This is an optimization exercise on Yosys and OpenROAD, whose aim is a short achievable clock period, not a production implementation.
No functional check of the RTL was part of this run.
No activity file was given, so power comes from the tool's default toggle rates.

==> flow/design.v <==
module decoder (
input       wire      [1:0]   alu_fun_d,
output      reg       [3:0]   EN_Signals
);
always @(*) begin
 case (alu_fun_d)
    2'b00:  EN_Signals = 4'b1000;
    2'b01:  EN_Signals = 4'b0100;
    2'b10:  EN_Signals = 4'b0010;
    2'b11:  EN_Signals = 4'b0001;
endcase
end
endmodule
module arithmetic_u #(
    parameter WIDTH = 16)
(
  input  wire               A_EN,
  input  wire [1:0]         ALU_fun_AU,
  input  wire [WIDTH-1:0]   IN1,
  input  wire [WIDTH-1:0]   IN2,
  output reg  [WIDTH-1:0]   Arith_Out,    
  output reg                Carry_Out,
  output wire               Arith_flag,
  output wire               Div_sel
);
assign Arith_flag = A_EN;
assign Div_sel    = A_EN & (ALU_fun_AU == 2'b11);
always @(*)
begin
    Arith_Out = 0;
    Carry_Out = 0;
    if (A_EN)
      case (ALU_fun_AU)
        2'b00: {Carry_Out, Arith_Out} = IN1 + IN2;
        2'b01: Arith_Out = IN1 - IN2;
        2'b10: Arith_Out = IN1 * IN2;
        default: Arith_Out = 0;
      endcase
end
endmodule
module div_u (
  input  wire          CLK,
  input  wire          RST,
  input  wire          EN,
  input  wire [15:0]   A,
  input  wire [15:0]   B,
  output wire [15:0]   Q
);
wire [19:0] M0 = 20'd0;
wire [19:0] M1 = {{4{1'b0}}, B};
wire [19:0] M2;
wire [19:0] M3;
wire [19:0] M4;
wire [19:0] M5;
wire [19:0] M6;
wire [19:0] M7;
wire [19:0] M8;
wire [19:0] M9;
wire [19:0] M10;
wire [19:0] M11;
wire [19:0] M12;
wire [19:0] M13;
wire [19:0] M14;
wire [19:0] M15;
assign M2 = {M1[18:0], 1'b0};
assign M3 = (M1 << 2) - M1;
assign M4 = {M2[18:0], 1'b0};
assign M5 = M1 + (M1 << 2);
assign M6 = {M3[18:0], 1'b0};
assign M7 = (M1 << 3) - M1;
assign M8 = {M4[18:0], 1'b0};
assign M9 = M1 + (M1 << 3);
assign M10 = {M5[18:0], 1'b0};
assign M11 = (M3 << 2) - M1;
assign M12 = {M6[18:0], 1'b0};
assign M13 = M1 + (M3 << 2);
assign M14 = {M7[18:0], 1'b0};
assign M15 = (M1 << 4) - M1;
wire [3:0] A_s0;
wire [3:0] A_s1;
wire [3:0] A_s2;
wire [3:0] A_s3;
wire H0_1_c = (B <= 16'd15);
wire H0_2_c = (B <= 16'd7);
wire H0_3_c = (B <= 16'd5);
wire H0_4_c = (B <= 16'd3);
wire H0_5_c = (B <= 16'd3);
wire H0_6_c = (B <= 16'd2);
wire H0_7_c = (B <= 16'd2);
wire H0_8_c = (B <= 16'd1);
wire H0_9_c = (B <= 16'd1);
wire H0_10_c = (B <= 16'd1);
wire H0_11_c = (B <= 16'd1);
wire H0_12_c = (B <= 16'd1);
wire H0_13_c = (B <= 16'd1);
wire H0_14_c = (B <= 16'd1);
wire H0_15_c = (B <= 16'd1);
wire H1_1_c = (B <= 16'd255);
wire H1_2_c = (B <= 16'd127);
wire H1_3_c = (B <= 16'd85);
wire H1_4_c = (B <= 16'd63);
wire H1_5_c = (B <= 16'd51);
wire H1_6_c = (B <= 16'd42);
wire H1_7_c = (B <= 16'd36);
wire H1_8_c = (B <= 16'd31);
wire H1_9_c = (B <= 16'd28);
wire H1_10_c = (B <= 16'd25);
wire H1_11_c = (B <= 16'd23);
wire H1_12_c = (B <= 16'd21);
wire H1_13_c = (B <= 16'd19);
wire H1_14_c = (B <= 16'd18);
wire H1_15_c = (B <= 16'd17);
wire H2_1_c = (B <= 16'd4095);
wire H2_2_c = (B <= 16'd2047);
wire H2_3_c = (B <= 16'd1365);
wire H2_4_c = (B <= 16'd1023);
wire H2_5_c = (B <= 16'd819);
wire H2_6_c = (B <= 16'd682);
wire H2_7_c = (B <= 16'd585);
wire H2_8_c = (B <= 16'd511);
wire H2_9_c = (B <= 16'd455);
wire H2_10_c = (B <= 16'd409);
wire H2_11_c = (B <= 16'd372);
wire H2_12_c = (B <= 16'd341);
wire H2_13_c = (B <= 16'd315);
wire H2_14_c = (B <= 16'd292);
wire H2_15_c = (B <= 16'd273);
wire H3_2_c = (B <= 16'd32767);
wire H3_3_c = (B <= 16'd21845);
wire H3_4_c = (B <= 16'd16383);
wire H3_5_c = (B <= 16'd13107);
wire H3_6_c = (B <= 16'd10922);
wire H3_7_c = (B <= 16'd9362);
wire H3_8_c = (B <= 16'd8191);
wire H3_9_c = (B <= 16'd7281);
wire H3_10_c = (B <= 16'd6553);
wire H3_11_c = (B <= 16'd5957);
wire H3_12_c = (B <= 16'd5461);
wire H3_13_c = (B <= 16'd5041);
wire H3_14_c = (B <= 16'd4681);
wire H3_15_c = (B <= 16'd4369);
assign A_s0 = A[15:12];
assign A_s1 = A[11:8];
wire [3:0] X0 = A_s0;
wire [4:0] D0_1 = {1'b0, X0} - {1'b0, M1[3:0]};
wire T0_1 = H0_1_c & ~D0_1[4];
wire [4:0] D0_2 = {1'b0, X0} - {1'b0, M2[3:0]};
wire T0_2 = H0_2_c & ~D0_2[4];
wire [4:0] D0_3 = {1'b0, X0} - {1'b0, M3[3:0]};
wire T0_3 = H0_3_c & ~D0_3[4];
wire [4:0] D0_4 = {1'b0, X0} - {1'b0, M4[3:0]};
wire T0_4 = H0_4_c & ~D0_4[4];
wire [4:0] D0_5 = {1'b0, X0} - {1'b0, M5[3:0]};
wire T0_5 = H0_5_c & ~D0_5[4];
wire [4:0] D0_6 = {1'b0, X0} - {1'b0, M6[3:0]};
wire T0_6 = H0_6_c & ~D0_6[4];
wire [4:0] D0_7 = {1'b0, X0} - {1'b0, M7[3:0]};
wire T0_7 = H0_7_c & ~D0_7[4];
wire [4:0] D0_8 = {1'b0, X0} - {1'b0, M8[3:0]};
wire T0_8 = H0_8_c & ~D0_8[4];
wire [4:0] D0_9 = {1'b0, X0} - {1'b0, M9[3:0]};
wire T0_9 = H0_9_c & ~D0_9[4];
wire [4:0] D0_10 = {1'b0, X0} - {1'b0, M10[3:0]};
wire T0_10 = H0_10_c & ~D0_10[4];
wire [4:0] D0_11 = {1'b0, X0} - {1'b0, M11[3:0]};
wire T0_11 = H0_11_c & ~D0_11[4];
wire [4:0] D0_12 = {1'b0, X0} - {1'b0, M12[3:0]};
wire T0_12 = H0_12_c & ~D0_12[4];
wire [4:0] D0_13 = {1'b0, X0} - {1'b0, M13[3:0]};
wire T0_13 = H0_13_c & ~D0_13[4];
wire [4:0] D0_14 = {1'b0, X0} - {1'b0, M14[3:0]};
wire T0_14 = H0_14_c & ~D0_14[4];
wire [4:0] D0_15 = {1'b0, X0} - {1'b0, M15[3:0]};
wire T0_15 = H0_15_c & ~D0_15[4];
wire S0_t0 = 1'b1;
wire S0_t16 = 1'b0;
wire S0_0 = S0_t0 & ~T0_1;
wire S0_1 = T0_1 & ~T0_2;
wire S0_2 = T0_2 & ~T0_3;
wire S0_3 = T0_3 & ~T0_4;
wire S0_4 = T0_4 & ~T0_5;
wire S0_5 = T0_5 & ~T0_6;
wire S0_6 = T0_6 & ~T0_7;
wire S0_7 = T0_7 & ~T0_8;
wire S0_8 = T0_8 & ~T0_9;
wire S0_9 = T0_9 & ~T0_10;
wire S0_10 = T0_10 & ~T0_11;
wire S0_11 = T0_11 & ~T0_12;
wire S0_12 = T0_12 & ~T0_13;
wire S0_13 = T0_13 & ~T0_14;
wire S0_14 = T0_14 & ~T0_15;
wire S0_15 = T0_15 & ~S0_t16;
wire Qd0_0 = S0_1 | S0_3 | S0_5 | S0_7 | S0_9 | S0_11 | S0_13 | S0_15;
wire Qd0_1 = S0_2 | S0_3 | S0_6 | S0_7 | S0_10 | S0_11 | S0_14 | S0_15;
wire Qd0_2 = S0_4 | S0_5 | S0_6 | S0_7 | S0_12 | S0_13 | S0_14 | S0_15;
wire Qd0_3 = S0_8 | S0_9 | S0_10 | S0_11 | S0_12 | S0_13 | S0_14 | S0_15;
wire [3:0] Qd0 = {Qd0_3, Qd0_2, Qd0_1, Qd0_0};
wire [3:0] R1 = ({4{S0_0}} & X0[3:0])
    | ({4{S0_1}} & D0_1[3:0])
    | ({4{S0_2}} & D0_2[3:0])
    | ({4{S0_3}} & D0_3[3:0])
    | ({4{S0_4}} & D0_4[3:0])
    | ({4{S0_5}} & D0_5[3:0])
    | ({4{S0_6}} & D0_6[3:0])
    | ({4{S0_7}} & D0_7[3:0])
    | ({4{S0_8}} & D0_8[3:0])
    | ({4{S0_9}} & D0_9[3:0])
    | ({4{S0_10}} & D0_10[3:0])
    | ({4{S0_11}} & D0_11[3:0])
    | ({4{S0_12}} & D0_12[3:0])
    | ({4{S0_13}} & D0_13[3:0])
    | ({4{S0_14}} & D0_14[3:0])
    | ({4{S0_15}} & D0_15[3:0]);
wire [7:0] X1 = {R1, A_s1};
wire [8:0] D1_1 = {1'b0, X1} - {1'b0, M1[7:0]};
wire T1_1 = H1_1_c & ~D1_1[8];
wire [8:0] D1_2 = {1'b0, X1} - {1'b0, M2[7:0]};
wire T1_2 = H1_2_c & ~D1_2[8];
wire [8:0] D1_3 = {1'b0, X1} - {1'b0, M3[7:0]};
wire T1_3 = H1_3_c & ~D1_3[8];
wire [8:0] D1_4 = {1'b0, X1} - {1'b0, M4[7:0]};
wire T1_4 = H1_4_c & ~D1_4[8];
wire [8:0] D1_5 = {1'b0, X1} - {1'b0, M5[7:0]};
wire T1_5 = H1_5_c & ~D1_5[8];
wire [8:0] D1_6 = {1'b0, X1} - {1'b0, M6[7:0]};
wire T1_6 = H1_6_c & ~D1_6[8];
wire [8:0] D1_7 = {1'b0, X1} - {1'b0, M7[7:0]};
wire T1_7 = H1_7_c & ~D1_7[8];
wire [8:0] D1_8 = {1'b0, X1} - {1'b0, M8[7:0]};
wire T1_8 = H1_8_c & ~D1_8[8];
wire [8:0] D1_9 = {1'b0, X1} - {1'b0, M9[7:0]};
wire T1_9 = H1_9_c & ~D1_9[8];
wire [8:0] D1_10 = {1'b0, X1} - {1'b0, M10[7:0]};
wire T1_10 = H1_10_c & ~D1_10[8];
wire [8:0] D1_11 = {1'b0, X1} - {1'b0, M11[7:0]};
wire T1_11 = H1_11_c & ~D1_11[8];
wire [8:0] D1_12 = {1'b0, X1} - {1'b0, M12[7:0]};
wire T1_12 = H1_12_c & ~D1_12[8];
wire [8:0] D1_13 = {1'b0, X1} - {1'b0, M13[7:0]};
wire T1_13 = H1_13_c & ~D1_13[8];
wire [8:0] D1_14 = {1'b0, X1} - {1'b0, M14[7:0]};
wire T1_14 = H1_14_c & ~D1_14[8];
wire [8:0] D1_15 = {1'b0, X1} - {1'b0, M15[7:0]};
wire T1_15 = H1_15_c & ~D1_15[8];
wire S1_t0 = 1'b1;
wire S1_t16 = 1'b0;
wire S1_0 = S1_t0 & ~T1_1;
wire S1_1 = T1_1 & ~T1_2;
wire S1_2 = T1_2 & ~T1_3;
wire S1_3 = T1_3 & ~T1_4;
wire S1_4 = T1_4 & ~T1_5;
wire S1_5 = T1_5 & ~T1_6;
wire S1_6 = T1_6 & ~T1_7;
wire S1_7 = T1_7 & ~T1_8;
wire S1_8 = T1_8 & ~T1_9;
wire S1_9 = T1_9 & ~T1_10;
wire S1_10 = T1_10 & ~T1_11;
wire S1_11 = T1_11 & ~T1_12;
wire S1_12 = T1_12 & ~T1_13;
wire S1_13 = T1_13 & ~T1_14;
wire S1_14 = T1_14 & ~T1_15;
wire S1_15 = T1_15 & ~S1_t16;
wire Qd1_0 = S1_1 | S1_3 | S1_5 | S1_7 | S1_9 | S1_11 | S1_13 | S1_15;
wire Qd1_1 = S1_2 | S1_3 | S1_6 | S1_7 | S1_10 | S1_11 | S1_14 | S1_15;
wire Qd1_2 = S1_4 | S1_5 | S1_6 | S1_7 | S1_12 | S1_13 | S1_14 | S1_15;
wire Qd1_3 = S1_8 | S1_9 | S1_10 | S1_11 | S1_12 | S1_13 | S1_14 | S1_15;
wire [3:0] Qd1 = {Qd1_3, Qd1_2, Qd1_1, Qd1_0};
wire [7:0] R2 = ({8{S1_0}} & X1[7:0])
    | ({8{S1_1}} & D1_1[7:0])
    | ({8{S1_2}} & D1_2[7:0])
    | ({8{S1_3}} & D1_3[7:0])
    | ({8{S1_4}} & D1_4[7:0])
    | ({8{S1_5}} & D1_5[7:0])
    | ({8{S1_6}} & D1_6[7:0])
    | ({8{S1_7}} & D1_7[7:0])
    | ({8{S1_8}} & D1_8[7:0])
    | ({8{S1_9}} & D1_9[7:0])
    | ({8{S1_10}} & D1_10[7:0])
    | ({8{S1_11}} & D1_11[7:0])
    | ({8{S1_12}} & D1_12[7:0])
    | ({8{S1_13}} & D1_13[7:0])
    | ({8{S1_14}} & D1_14[7:0])
    | ({8{S1_15}} & D1_15[7:0]);
reg [7:0] r_R;
reg [7:0] r_Q;
reg [7:0] r_A;
reg [15:0] r_M1;
reg [15:0] r_M3;
reg [15:0] r_M5;
reg [15:0] r_M7;
reg [15:0] r_M9;
reg [15:0] r_M11;
reg [15:0] r_M13;
reg [15:0] r_M15;
reg [0:0] r_H2_1;
reg [0:0] r_H2_2;
reg [0:0] r_H2_3;
reg [0:0] r_H2_4;
reg [0:0] r_H2_5;
reg [0:0] r_H2_6;
reg [0:0] r_H2_7;
reg [0:0] r_H2_8;
reg [0:0] r_H2_9;
reg [0:0] r_H2_10;
reg [0:0] r_H2_11;
reg [0:0] r_H2_12;
reg [0:0] r_H2_13;
reg [0:0] r_H2_14;
reg [0:0] r_H2_15;
reg [0:0] r_H3_2;
reg [0:0] r_H3_3;
reg [0:0] r_H3_4;
reg [0:0] r_H3_5;
reg [0:0] r_H3_6;
reg [0:0] r_H3_7;
reg [0:0] r_H3_8;
reg [0:0] r_H3_9;
reg [0:0] r_H3_10;
reg [0:0] r_H3_11;
reg [0:0] r_H3_12;
reg [0:0] r_H3_13;
reg [0:0] r_H3_14;
reg [0:0] r_H3_15;
reg [0:0] r_EN;
always @(posedge CLK or negedge RST)
begin
    if (!RST)
      begin
        r_R <= 8'd0;
        r_Q <= 8'd0;
        r_A <= 8'd0;
        r_M1 <= 16'd0;
        r_M3 <= 16'd0;
        r_M5 <= 16'd0;
        r_M7 <= 16'd0;
        r_M9 <= 16'd0;
        r_M11 <= 16'd0;
        r_M13 <= 16'd0;
        r_M15 <= 16'd0;
        r_H2_1 <= 1'd0;
        r_H2_2 <= 1'd0;
        r_H2_3 <= 1'd0;
        r_H2_4 <= 1'd0;
        r_H2_5 <= 1'd0;
        r_H2_6 <= 1'd0;
        r_H2_7 <= 1'd0;
        r_H2_8 <= 1'd0;
        r_H2_9 <= 1'd0;
        r_H2_10 <= 1'd0;
        r_H2_11 <= 1'd0;
        r_H2_12 <= 1'd0;
        r_H2_13 <= 1'd0;
        r_H2_14 <= 1'd0;
        r_H2_15 <= 1'd0;
        r_H3_2 <= 1'd0;
        r_H3_3 <= 1'd0;
        r_H3_4 <= 1'd0;
        r_H3_5 <= 1'd0;
        r_H3_6 <= 1'd0;
        r_H3_7 <= 1'd0;
        r_H3_8 <= 1'd0;
        r_H3_9 <= 1'd0;
        r_H3_10 <= 1'd0;
        r_H3_11 <= 1'd0;
        r_H3_12 <= 1'd0;
        r_H3_13 <= 1'd0;
        r_H3_14 <= 1'd0;
        r_H3_15 <= 1'd0;
        r_EN <= 1'd0;
      end
    else
      begin
        r_R <= R2;
        r_Q <= {Qd0, Qd1};
        r_A <= A[7:0];
        r_M1 <= M1[15:0];
        r_M3 <= M3[15:0];
        r_M5 <= M5[15:0];
        r_M7 <= M7[15:0];
        r_M9 <= M9[15:0];
        r_M11 <= M11[15:0];
        r_M13 <= M13[15:0];
        r_M15 <= M15[15:0];
        r_H2_1 <= H2_1_c;
        r_H2_2 <= H2_2_c;
        r_H2_3 <= H2_3_c;
        r_H2_4 <= H2_4_c;
        r_H2_5 <= H2_5_c;
        r_H2_6 <= H2_6_c;
        r_H2_7 <= H2_7_c;
        r_H2_8 <= H2_8_c;
        r_H2_9 <= H2_9_c;
        r_H2_10 <= H2_10_c;
        r_H2_11 <= H2_11_c;
        r_H2_12 <= H2_12_c;
        r_H2_13 <= H2_13_c;
        r_H2_14 <= H2_14_c;
        r_H2_15 <= H2_15_c;
        r_H3_2 <= H3_2_c;
        r_H3_3 <= H3_3_c;
        r_H3_4 <= H3_4_c;
        r_H3_5 <= H3_5_c;
        r_H3_6 <= H3_6_c;
        r_H3_7 <= H3_7_c;
        r_H3_8 <= H3_8_c;
        r_H3_9 <= H3_9_c;
        r_H3_10 <= H3_10_c;
        r_H3_11 <= H3_11_c;
        r_H3_12 <= H3_12_c;
        r_H3_13 <= H3_13_c;
        r_H3_14 <= H3_14_c;
        r_H3_15 <= H3_15_c;
        r_EN <= EN;
      end
end
wire [15:0] r_M2 = {r_M1, 1'd0};
wire [15:0] r_M4 = {r_M1, 2'd0};
wire [15:0] r_M6 = {r_M3, 1'd0};
wire [15:0] r_M8 = {r_M1, 3'd0};
wire [15:0] r_M10 = {r_M5, 1'd0};
wire [15:0] r_M12 = {r_M3, 2'd0};
wire [15:0] r_M14 = {r_M7, 1'd0};
assign A_s2 = r_A[7:4];
assign A_s3 = r_A[3:0];
wire [11:0] X2 = {r_R, A_s2};
wire [12:0] D2_1 = {1'b0, X2} - {1'b0, r_M1[11:0]};
wire T2_1 = r_H2_1 & ~D2_1[12];
wire [12:0] D2_2 = {1'b0, X2} - {1'b0, r_M2[11:0]};
wire T2_2 = r_H2_2 & ~D2_2[12];
wire [12:0] D2_3 = {1'b0, X2} - {1'b0, r_M3[11:0]};
wire T2_3 = r_H2_3 & ~D2_3[12];
wire [12:0] D2_4 = {1'b0, X2} - {1'b0, r_M4[11:0]};
wire T2_4 = r_H2_4 & ~D2_4[12];
wire [12:0] D2_5 = {1'b0, X2} - {1'b0, r_M5[11:0]};
wire T2_5 = r_H2_5 & ~D2_5[12];
wire [12:0] D2_6 = {1'b0, X2} - {1'b0, r_M6[11:0]};
wire T2_6 = r_H2_6 & ~D2_6[12];
wire [12:0] D2_7 = {1'b0, X2} - {1'b0, r_M7[11:0]};
wire T2_7 = r_H2_7 & ~D2_7[12];
wire [12:0] D2_8 = {1'b0, X2} - {1'b0, r_M8[11:0]};
wire T2_8 = r_H2_8 & ~D2_8[12];
wire [12:0] D2_9 = {1'b0, X2} - {1'b0, r_M9[11:0]};
wire T2_9 = r_H2_9 & ~D2_9[12];
wire [12:0] D2_10 = {1'b0, X2} - {1'b0, r_M10[11:0]};
wire T2_10 = r_H2_10 & ~D2_10[12];
wire [12:0] D2_11 = {1'b0, X2} - {1'b0, r_M11[11:0]};
wire T2_11 = r_H2_11 & ~D2_11[12];
wire [12:0] D2_12 = {1'b0, X2} - {1'b0, r_M12[11:0]};
wire T2_12 = r_H2_12 & ~D2_12[12];
wire [12:0] D2_13 = {1'b0, X2} - {1'b0, r_M13[11:0]};
wire T2_13 = r_H2_13 & ~D2_13[12];
wire [12:0] D2_14 = {1'b0, X2} - {1'b0, r_M14[11:0]};
wire T2_14 = r_H2_14 & ~D2_14[12];
wire [12:0] D2_15 = {1'b0, X2} - {1'b0, r_M15[11:0]};
wire T2_15 = r_H2_15 & ~D2_15[12];
wire S2_t0 = 1'b1;
wire S2_t16 = 1'b0;
wire S2_0 = S2_t0 & ~T2_1;
wire S2_1 = T2_1 & ~T2_2;
wire S2_2 = T2_2 & ~T2_3;
wire S2_3 = T2_3 & ~T2_4;
wire S2_4 = T2_4 & ~T2_5;
wire S2_5 = T2_5 & ~T2_6;
wire S2_6 = T2_6 & ~T2_7;
wire S2_7 = T2_7 & ~T2_8;
wire S2_8 = T2_8 & ~T2_9;
wire S2_9 = T2_9 & ~T2_10;
wire S2_10 = T2_10 & ~T2_11;
wire S2_11 = T2_11 & ~T2_12;
wire S2_12 = T2_12 & ~T2_13;
wire S2_13 = T2_13 & ~T2_14;
wire S2_14 = T2_14 & ~T2_15;
wire S2_15 = T2_15 & ~S2_t16;
wire Qd2_0 = S2_1 | S2_3 | S2_5 | S2_7 | S2_9 | S2_11 | S2_13 | S2_15;
wire Qd2_1 = S2_2 | S2_3 | S2_6 | S2_7 | S2_10 | S2_11 | S2_14 | S2_15;
wire Qd2_2 = S2_4 | S2_5 | S2_6 | S2_7 | S2_12 | S2_13 | S2_14 | S2_15;
wire Qd2_3 = S2_8 | S2_9 | S2_10 | S2_11 | S2_12 | S2_13 | S2_14 | S2_15;
wire [3:0] Qd2 = {Qd2_3, Qd2_2, Qd2_1, Qd2_0};
wire [11:0] R3 = ({12{S2_0}} & X2[11:0])
    | ({12{S2_1}} & D2_1[11:0])
    | ({12{S2_2}} & D2_2[11:0])
    | ({12{S2_3}} & D2_3[11:0])
    | ({12{S2_4}} & D2_4[11:0])
    | ({12{S2_5}} & D2_5[11:0])
    | ({12{S2_6}} & D2_6[11:0])
    | ({12{S2_7}} & D2_7[11:0])
    | ({12{S2_8}} & D2_8[11:0])
    | ({12{S2_9}} & D2_9[11:0])
    | ({12{S2_10}} & D2_10[11:0])
    | ({12{S2_11}} & D2_11[11:0])
    | ({12{S2_12}} & D2_12[11:0])
    | ({12{S2_13}} & D2_13[11:0])
    | ({12{S2_14}} & D2_14[11:0])
    | ({12{S2_15}} & D2_15[11:0]);
wire [15:0] X3 = {R3, A_s3};
wire [16:0] D3_1 = {1'b0, X3} - {1'b0, r_M1[15:0]};
wire T3_1 = ~D3_1[16];
wire [16:0] D3_2 = {1'b0, X3} - {1'b0, r_M2[15:0]};
wire T3_2 = r_H3_2 & ~D3_2[16];
wire [16:0] D3_3 = {1'b0, X3} - {1'b0, r_M3[15:0]};
wire T3_3 = r_H3_3 & ~D3_3[16];
wire [16:0] D3_4 = {1'b0, X3} - {1'b0, r_M4[15:0]};
wire T3_4 = r_H3_4 & ~D3_4[16];
wire [16:0] D3_5 = {1'b0, X3} - {1'b0, r_M5[15:0]};
wire T3_5 = r_H3_5 & ~D3_5[16];
wire [16:0] D3_6 = {1'b0, X3} - {1'b0, r_M6[15:0]};
wire T3_6 = r_H3_6 & ~D3_6[16];
wire [16:0] D3_7 = {1'b0, X3} - {1'b0, r_M7[15:0]};
wire T3_7 = r_H3_7 & ~D3_7[16];
wire [16:0] D3_8 = {1'b0, X3} - {1'b0, r_M8[15:0]};
wire T3_8 = r_H3_8 & ~D3_8[16];
wire [16:0] D3_9 = {1'b0, X3} - {1'b0, r_M9[15:0]};
wire T3_9 = r_H3_9 & ~D3_9[16];
wire [16:0] D3_10 = {1'b0, X3} - {1'b0, r_M10[15:0]};
wire T3_10 = r_H3_10 & ~D3_10[16];
wire [16:0] D3_11 = {1'b0, X3} - {1'b0, r_M11[15:0]};
wire T3_11 = r_H3_11 & ~D3_11[16];
wire [16:0] D3_12 = {1'b0, X3} - {1'b0, r_M12[15:0]};
wire T3_12 = r_H3_12 & ~D3_12[16];
wire [16:0] D3_13 = {1'b0, X3} - {1'b0, r_M13[15:0]};
wire T3_13 = r_H3_13 & ~D3_13[16];
wire [16:0] D3_14 = {1'b0, X3} - {1'b0, r_M14[15:0]};
wire T3_14 = r_H3_14 & ~D3_14[16];
wire [16:0] D3_15 = {1'b0, X3} - {1'b0, r_M15[15:0]};
wire T3_15 = r_H3_15 & ~D3_15[16];
wire S3_t0 = 1'b1;
wire S3_t16 = 1'b0;
wire S3_0 = S3_t0 & ~T3_1;
wire S3_1 = T3_1 & ~T3_2;
wire S3_2 = T3_2 & ~T3_3;
wire S3_3 = T3_3 & ~T3_4;
wire S3_4 = T3_4 & ~T3_5;
wire S3_5 = T3_5 & ~T3_6;
wire S3_6 = T3_6 & ~T3_7;
wire S3_7 = T3_7 & ~T3_8;
wire S3_8 = T3_8 & ~T3_9;
wire S3_9 = T3_9 & ~T3_10;
wire S3_10 = T3_10 & ~T3_11;
wire S3_11 = T3_11 & ~T3_12;
wire S3_12 = T3_12 & ~T3_13;
wire S3_13 = T3_13 & ~T3_14;
wire S3_14 = T3_14 & ~T3_15;
wire S3_15 = T3_15 & ~S3_t16;
wire Qd3_0 = S3_1 | S3_3 | S3_5 | S3_7 | S3_9 | S3_11 | S3_13 | S3_15;
wire Qd3_1 = S3_2 | S3_3 | S3_6 | S3_7 | S3_10 | S3_11 | S3_14 | S3_15;
wire Qd3_2 = S3_4 | S3_5 | S3_6 | S3_7 | S3_12 | S3_13 | S3_14 | S3_15;
wire Qd3_3 = S3_8 | S3_9 | S3_10 | S3_11 | S3_12 | S3_13 | S3_14 | S3_15;
wire [3:0] Qd3 = {Qd3_3, Qd3_2, Qd3_1, Qd3_0};
assign Q = {16{r_EN}} & {r_Q, Qd2, Qd3};
endmodule
module logic_u # (
    parameter WIDTH=16)
(
  input    wire                  CLK,
  input    wire                  L_EN,
  input    wire   [1:0]          ALU_fun_LU,
  input    wire   [WIDTH-1 :0]   IN1, 
  input    wire   [WIDTH-1 :0]   IN2, 
  output   reg    [WIDTH-1 :0]   Logic_Out,                 
  output   reg                   Logic_flag
);
always @(*) 
begin
    if (L_EN)
      begin
        Logic_flag = 1 ;
        case (ALU_fun_LU)
          2'b00:  Logic_Out             =   IN1 & IN2;
          2'b01:  Logic_Out             =   IN1 | IN2;
          2'b10:  Logic_Out             = ~(IN1 & IN2);
          2'b11:  Logic_Out             = ~(IN1 | IN2);
        endcase  
      end
    else
      begin
      Logic_Out  = 0; 
      Logic_flag = 0;
      end
end
endmodule
module cmp_u # (
    parameter   WIDTH =16)
(
  input    wire                  CLK,
  input    wire                  C_EN,
  input    wire   [1:0]          ALU_fun_CU,
  input    wire   [WIDTH-1 :0]   IN1, 
  input    wire   [WIDTH-1 :0]   IN2, 
  output   reg    [WIDTH-1 :0]   CMP_Out,                  
  output   reg                   CMP_flag
);
always @(*) 
begin
    if (C_EN)
      begin
     CMP_flag = 1 ;
        case (ALU_fun_CU)
          2'b00:  CMP_Out       = 0;
          2'b01:  CMP_Out       =(IN1==IN2)? 'd1:0;
          2'b10:  CMP_Out       =(IN1>IN2)?  'd2:0;
          2'b11:  CMP_Out       =(IN1<IN2)?  'd3:0;
        endcase  
      end
    else
      begin
     CMP_Out  = 0; 
     CMP_flag = 0;
      end
end
endmodule
module shift_u# (
    parameter   WIDTH =16)
(
  input    wire                  CLK,
  input    wire                  S_EN,
  input    wire   [1:0]          ALU_fun_SU,
  input    wire   [WIDTH-1 :0]   IN1, 
  input    wire   [WIDTH-1 :0]   IN2, 
  output   reg    [WIDTH-1 :0]   SHIFT_Out,                  
  output   reg                   SHIFT_Flag
);
always @(*) 
begin
    if (S_EN)
      begin
     SHIFT_Flag = 1 ;
        case (ALU_fun_SU)
          2'b00:  SHIFT_Out       = IN1 >>1;
          2'b01:  SHIFT_Out       = IN1 <<1;
          2'b10:  SHIFT_Out       = IN2 >>1;
          2'b11:  SHIFT_Out       = IN2 <<1;
        endcase  
      end
    else
      begin
     SHIFT_Out   = 0; 
     SHIFT_Flag = 0;
      end
end
endmodule
module ALU_TOP #(
parameter WIDTH =16)
(
  input    wire                       CLK,RST,
  input    wire       [3:0]           ALU_FUN,
  input    wire       [WIDTH-1:0]     A,B,
  output   wire       [WIDTH-1:0]     Arith_Out,
  output   reg        [WIDTH-1:0]     Logic_Out,
  output   reg        [WIDTH-1:0]     CMP_Out,
  output   reg        [WIDTH-1:0]     SHIFT_Out,
  output   reg                        Carry_Out,
  output   reg        [3:0]           flags_reg
);
wire    [3:0] EN_D_out ;   
wire   [WIDTH-1:0]  Arith_Out_c,Logic_Out_c;
wire   [WIDTH-1:0]  CMP_Out_c,SHIFT_Out_c;
wire                Arith_F_c,Logic_F_c,Carry_Out_c;
wire                CMP_F_c,SHIFT_F_c;
wire   [3:0]        flags_c;
wire                Div_sel_c;
wire   [WIDTH-1:0]  Div_Q;
reg    [WIDTH-1:0]  Arith_r;    
assign  flags_c = {SHIFT_F_c,CMP_F_c,Logic_F_c,Arith_F_c} ;
assign  Arith_Out = Arith_r | Div_Q ;
always @(posedge CLK or negedge RST )
begin
    if (!RST)
     begin
        Arith_r   <= 0;
        Carry_Out <= 0;
        Logic_Out <= 0;
        CMP_Out   <= 0;
        SHIFT_Out <= 0;
        flags_reg <= 0;
     end
    else
     begin
        Arith_r   <= Arith_Out_c;
        Carry_Out <= Carry_Out_c;
        Logic_Out <= Logic_Out_c;
        CMP_Out   <= CMP_Out_c;
        SHIFT_Out <= SHIFT_Out_c;
        flags_reg <= flags_c;
     end
end
decoder d_U (
.alu_fun_d(ALU_FUN[3:2]),
.EN_Signals(EN_D_out)
);
arithmetic_u A_U (
.IN1(A),
.IN2(B),
.A_EN(EN_D_out[3]),
.ALU_fun_AU(ALU_FUN[1:0]),
.Arith_Out(Arith_Out_c),
.Carry_Out(Carry_Out_c),
.Arith_flag(Arith_F_c),
.Div_sel(Div_sel_c)
);
div_u D_U (
.CLK(CLK),
.RST(RST),
.EN(Div_sel_c),
.A(A),
.B(B),
.Q(Div_Q)
);
logic_u L_U (
.IN1(A),
.IN2(B),
.CLK(CLK),
.L_EN(EN_D_out[2]),
.ALU_fun_LU(ALU_FUN[1:0]),
.Logic_Out(Logic_Out_c),
.Logic_flag(Logic_F_c)
);
cmp_u C_U (
.IN1(A),
.IN2(B),
.CLK(CLK),
.C_EN(EN_D_out[1]),
.ALU_fun_CU(ALU_FUN[1:0]),
.CMP_Out(CMP_Out_c),
.CMP_flag(CMP_F_c)
);
shift_u S_U (
.IN1(A),
.IN2(B),
.CLK(CLK),
.S_EN(EN_D_out[0]),
.ALU_fun_SU(ALU_FUN[1:0]),
.SHIFT_Out(SHIFT_Out_c),
.SHIFT_Flag(SHIFT_F_c)
);
endmodule
==> flow/flow/run.sh <==
#!/bin/bash
# The standard layout (standard.sh: ORFS with the design's SDC and
# settings), with two changes:
#  - (adders mapped as usual)
#    fa/ha cells and ABC maps all of the arithmetic for delay;
#  - repair_timing gets a large setup margin, so the resizer keeps shortening
#    the critical paths well past the 34 ns that the SDC asks for.
set -euo pipefail
bash standard.sh SETUP_SLACK_MARGIN=22 finish > standard_flow.log 2>&1
==> flow/standard.sh <==
#!/bin/bash
# synth_recipe.tcl (not shown) runs the flow's synth.tcl, then flattens the netlist and writes it again
# the make line also repeats each setting of config.mk as NAME=value (left out here)
make -C /OpenROAD-flow-scripts/flow DESIGN_CONFIG=/design/flow/config.mk WORK_HOME=/design/flow/orfs CLKGATE_MAP_FILE= SYNTH_SCRIPT=/design/flow/synth_recipe.tcl "${@:-finish}"
==> flow/config.mk <==
export PLATFORM = sky130hd
export DESIGN_NAME = ALU_TOP
export DESIGN_NICKNAME = ALU_TOP
export VERILOG_FILES = /design/flow/design.v
export SDC_FILE = /design/flow/constraint.sdc
export NUM_CORES = 4
export LEC_CHECK = 0
export CAP_MARGIN = 20
export CORE_MARGIN = 2
export CORE_UTILIZATION = 40
export PLACE_DENSITY = 0.8
export SLEW_MARGIN = 20
==> flow/constraint.sdc <==
create_clock -name core_clock -period 34.0 [get_ports {CLK}]
set_input_delay 6.8000 -clock core_clock [delete_from_list [all_inputs] [get_ports {CLK}]]
set_output_delay 6.8000 -clock core_clock [all_outputs]
set_load 0.01 [all_outputs]
==> run notes <==
Max Slew Vio Count 0; Syn. warnings 7; area of the multi-input gates 28860 um2; hold_buf cts 0; actual transition at the worst max-transition pin 1.084 ns; Final Routed Wirelength 160.4 mm; final net count 5318; setup TNS 0 ns; number of clock sinks 220; Vias/cell 6.362; detailed-router iteration count before antenna repair 9; most frequent cells in the layout 625 x ha_1, 384 x inv_1, 334 x nor2_1; slowest CP cell o41ai_1; DRC 0; H-Tree Depth 1; Final Util 0.4875; commonest non-fill, non-tap cell in the layout ha_1; Vias 36268; DR WL/cell 28.14 um; mean post-synth cell area 8.261 um2; GRT overflow 0; register area 5515 um2; Crit path largest cell delay 0.53 ns; filler instances 8118; Final ANT Viol Nets 0; share of layout cells above drive strength 1 0.1584; WP data arrival 6.39 ns; die width 299.0 um; GPL Wtd Cong 1.052; final worst-path cycle share 0.3878; Top FF cell, synth dfrtp_1; Clock Pin Slew Worst Setup and Hold Paths 0.07 ns; Distinct cells, synth 108; RSZ-0062 raised after global routing true; cell area power density 50.96 nW/um2; Post-synth EDFFs 0; run status complete, no violations; Mapped Area 34820 um2; Setup Crit Path Kind flip-flop to output pin; initial core utilization 0.4026; initial antenna violation count 8; CTS buffer count 24; Peak VDD IR 0.07339 mV; LEAKAGE 0.01936 uW; hold crit path type input pin to asynchronous set/reset pin; Startpoint Class flip-flop; CP Capture Type output pin; global-route wire length before repair 229.3 mm; FF+latch count, synth 220; cells after synthesis 4215; FFs w/ async S/R, synth 1.000; I/O pin cnt 107; Max transition margin 0.2722; CP required 27.20 ns; worst path cell trace clkinvlp_4, ha_1, nor2b_2, o311a_1, o41ai_1, o21ai_0, nor4_1, nor3_1, xor2_1, a22oi_2, nand3_4, ha_1, nand4_1, nor3_1, o311ai_0, a21oi_1, or3_4, a211oi_2, a21oi_2, buf_4; CTS tree yes; Die ar. 89420 um2; IO buf count 92; crit-path max FO 5; synthesis-to-finish area growth 21.08%; Die H 299.0 um; gr usage total 0.3433; register area share after synthesis 0.1581; vias in the first global route 34652; std cell rows 108; Detailed Route Iter0 Violations 4518; Highest Clock Rate 75.84 MHz; final worst path period need 13.18 ns; total core area 86480 um2; max_cap viols 0; Root Driver clkbuf_16; Clock Tree Buf Depth 3; setup violators final 0; Final Hold Vio Count 0; post-detail-place hpwl 116.1 mm; largest net degree at the start of global routing 87
Yosys cell counts, drive strengths merged, types with 12 or more instances:
library cell,instances,area (um2)
inv,427,1608
nand4,40,256.5
o22ai,20,131.4
a21oi,324,1644
a31oi,39,244.0
o21a,62,465.5
a22oi,28,210.2
a2111oi,18,196.4
and3,20,125.1
nand2,255,984.7
nor4,26,183.9
nand3,81,405.4
a221oi,29,271.5
fa,105,2102
o21bai,34,255.2
nor3,86,440.4
xor2,89,779.5
clkbuf,79,299.0
xnor2,230,2014
and2,23,146.4
o2111ai,19,166.4
a222oi,12,120.1
nor2b,66,420.4
or2,33,206.5
a21boi,13,97.59
buf,39,239.0
mux2i,12,120.1
o21ai,243,1216
o31ai,28,215.2
o211ai,22,165.2
a21o,105,788.3
dfrtp,220,5505
ha,658,8233
a211oi,58,465.5
or3,40,250.2
mux4,14,315.3
nor2,354,1341
a31o,17,148.9
a211o,18,157.7
nand2b,62,397.9
through the flow:
stage                     setup WS [ns]  hold WS (ns)  cell area, um2  std cells  power, uW
after global placement            19.15         6.856           37280       5432       1606
after detailed placement          19.08         6.861           37280       5432       1624
after floorplan                   21.98         6.504           34920       4228       1218
after global routing              20.76         6.303           42130       5690       2256
after CTS                         21.22         6.307           40980       5628       2002
final                             20.82         6.213           42160       5701       2148
power by group:
part / internal (uW) / switching (uW)
clock: 151 / 123
sequential: 301 / 17.2
combinational: 616 / 940
critical path, delay by kind of cell, from the launching register on:
family          cells  cell delay [ns]
xor+xnor            1             0.20
compound gates      8             2.53
flops               1             0.41
buf+inv             2             0.38
fa+ha+maj           2             0.72
simple gates        7             1.58
layout make-up:
cell class,instances,share of cell area
antenna,12,0.0007123
multi-input combinational,3461,0.6846
clock buffer,34,0.01635
clock inverter,9,0.002285
tap,1155,0.03428
inverter,430,0.04116
sequential,220,0.1308
timing repair buffer,380,0.08981
worst paths after layout:
check / startpoint / slack, ns / cells past startpoint / end
setup / recovery: D_U.r_M1[1] / 20.82 / 20 / Arith_Out[0]
hold / removal: RST / 6.21 / 1 / D_U.r_Q[4]
max in group asynchronous: RST / 26.17 / 2 / D_U.r_M1[8]
min in group core_clock: A[3] / 6.63 / 1 / D_U.r_A[3]
cells by family (layout without fill, tap and decap cells):
| logic type | Yosys count | count (layout) | synth area share |
|---|---|---|---|
| AO/OA/AOI/OAI | 1209 | 1209 | 0.2319 |
| flip-flops | 220 | 220 | 0.1581 |
| other | 1 | 26 | 0.0001077 |
| XOR/XNOR | 319 | 319 | 0.08024 |
| buffers and inverters | 548 | 853 | 0.06209 |
| adder cells (fa/ha/maj) | 763 | 763 | 0.2968 |
| AND/OR/NAND/NOR | 1129 | 1130 | 0.1582 |
| multiplexers | 26 | 26 | 0.01251 |
timing repair:
item,in CTS,in global routing
pin swaps,85,65
hold endpoints to repair,0,0
resized for setup,370,150
endpoints found under the setup margin,24,21
gates cloned,8,5
setup buffers,145,56
routing by layer:
metal / vias up / part of all wire / global-route usage
met3: 807 / 0.10 / 0.07255
li1: 15778 / - / -
met2: 2392 / 0.42 / 0.5274
met5: - / 0.00036 / 0
met4: 8 / 0.095 / 0.2514
met1: 17283 / 0.38 / 0.4259

re-timing with driven ports:
The flow's constraints put no driver on any port. The routed layout listed below was extracted and timed again, unchanged, in two steps.
Step 1 assumes that a clkbuf_16 drives the clock port and a buf_2 every other input.
Step 2 moves the port delays by t, midway between the first and last clock arrival at a register: inputs arrive t later, outputs are due t later. That takes back most of the time a late clock gives input paths.
Three values: ideal, step 1, step 2; two values: the first two.
shift t [ns]: 0.609
setup WS [ns]: 20.815 / 20.753 / 21.362
hold WS [ns]: 6.213 / 6.203 / 6.812
After both steps setup and hold are still met in this run. For this run, drivers alone change the setup slack by -0.062 ns; drivers and shift together by +0.547 ns.
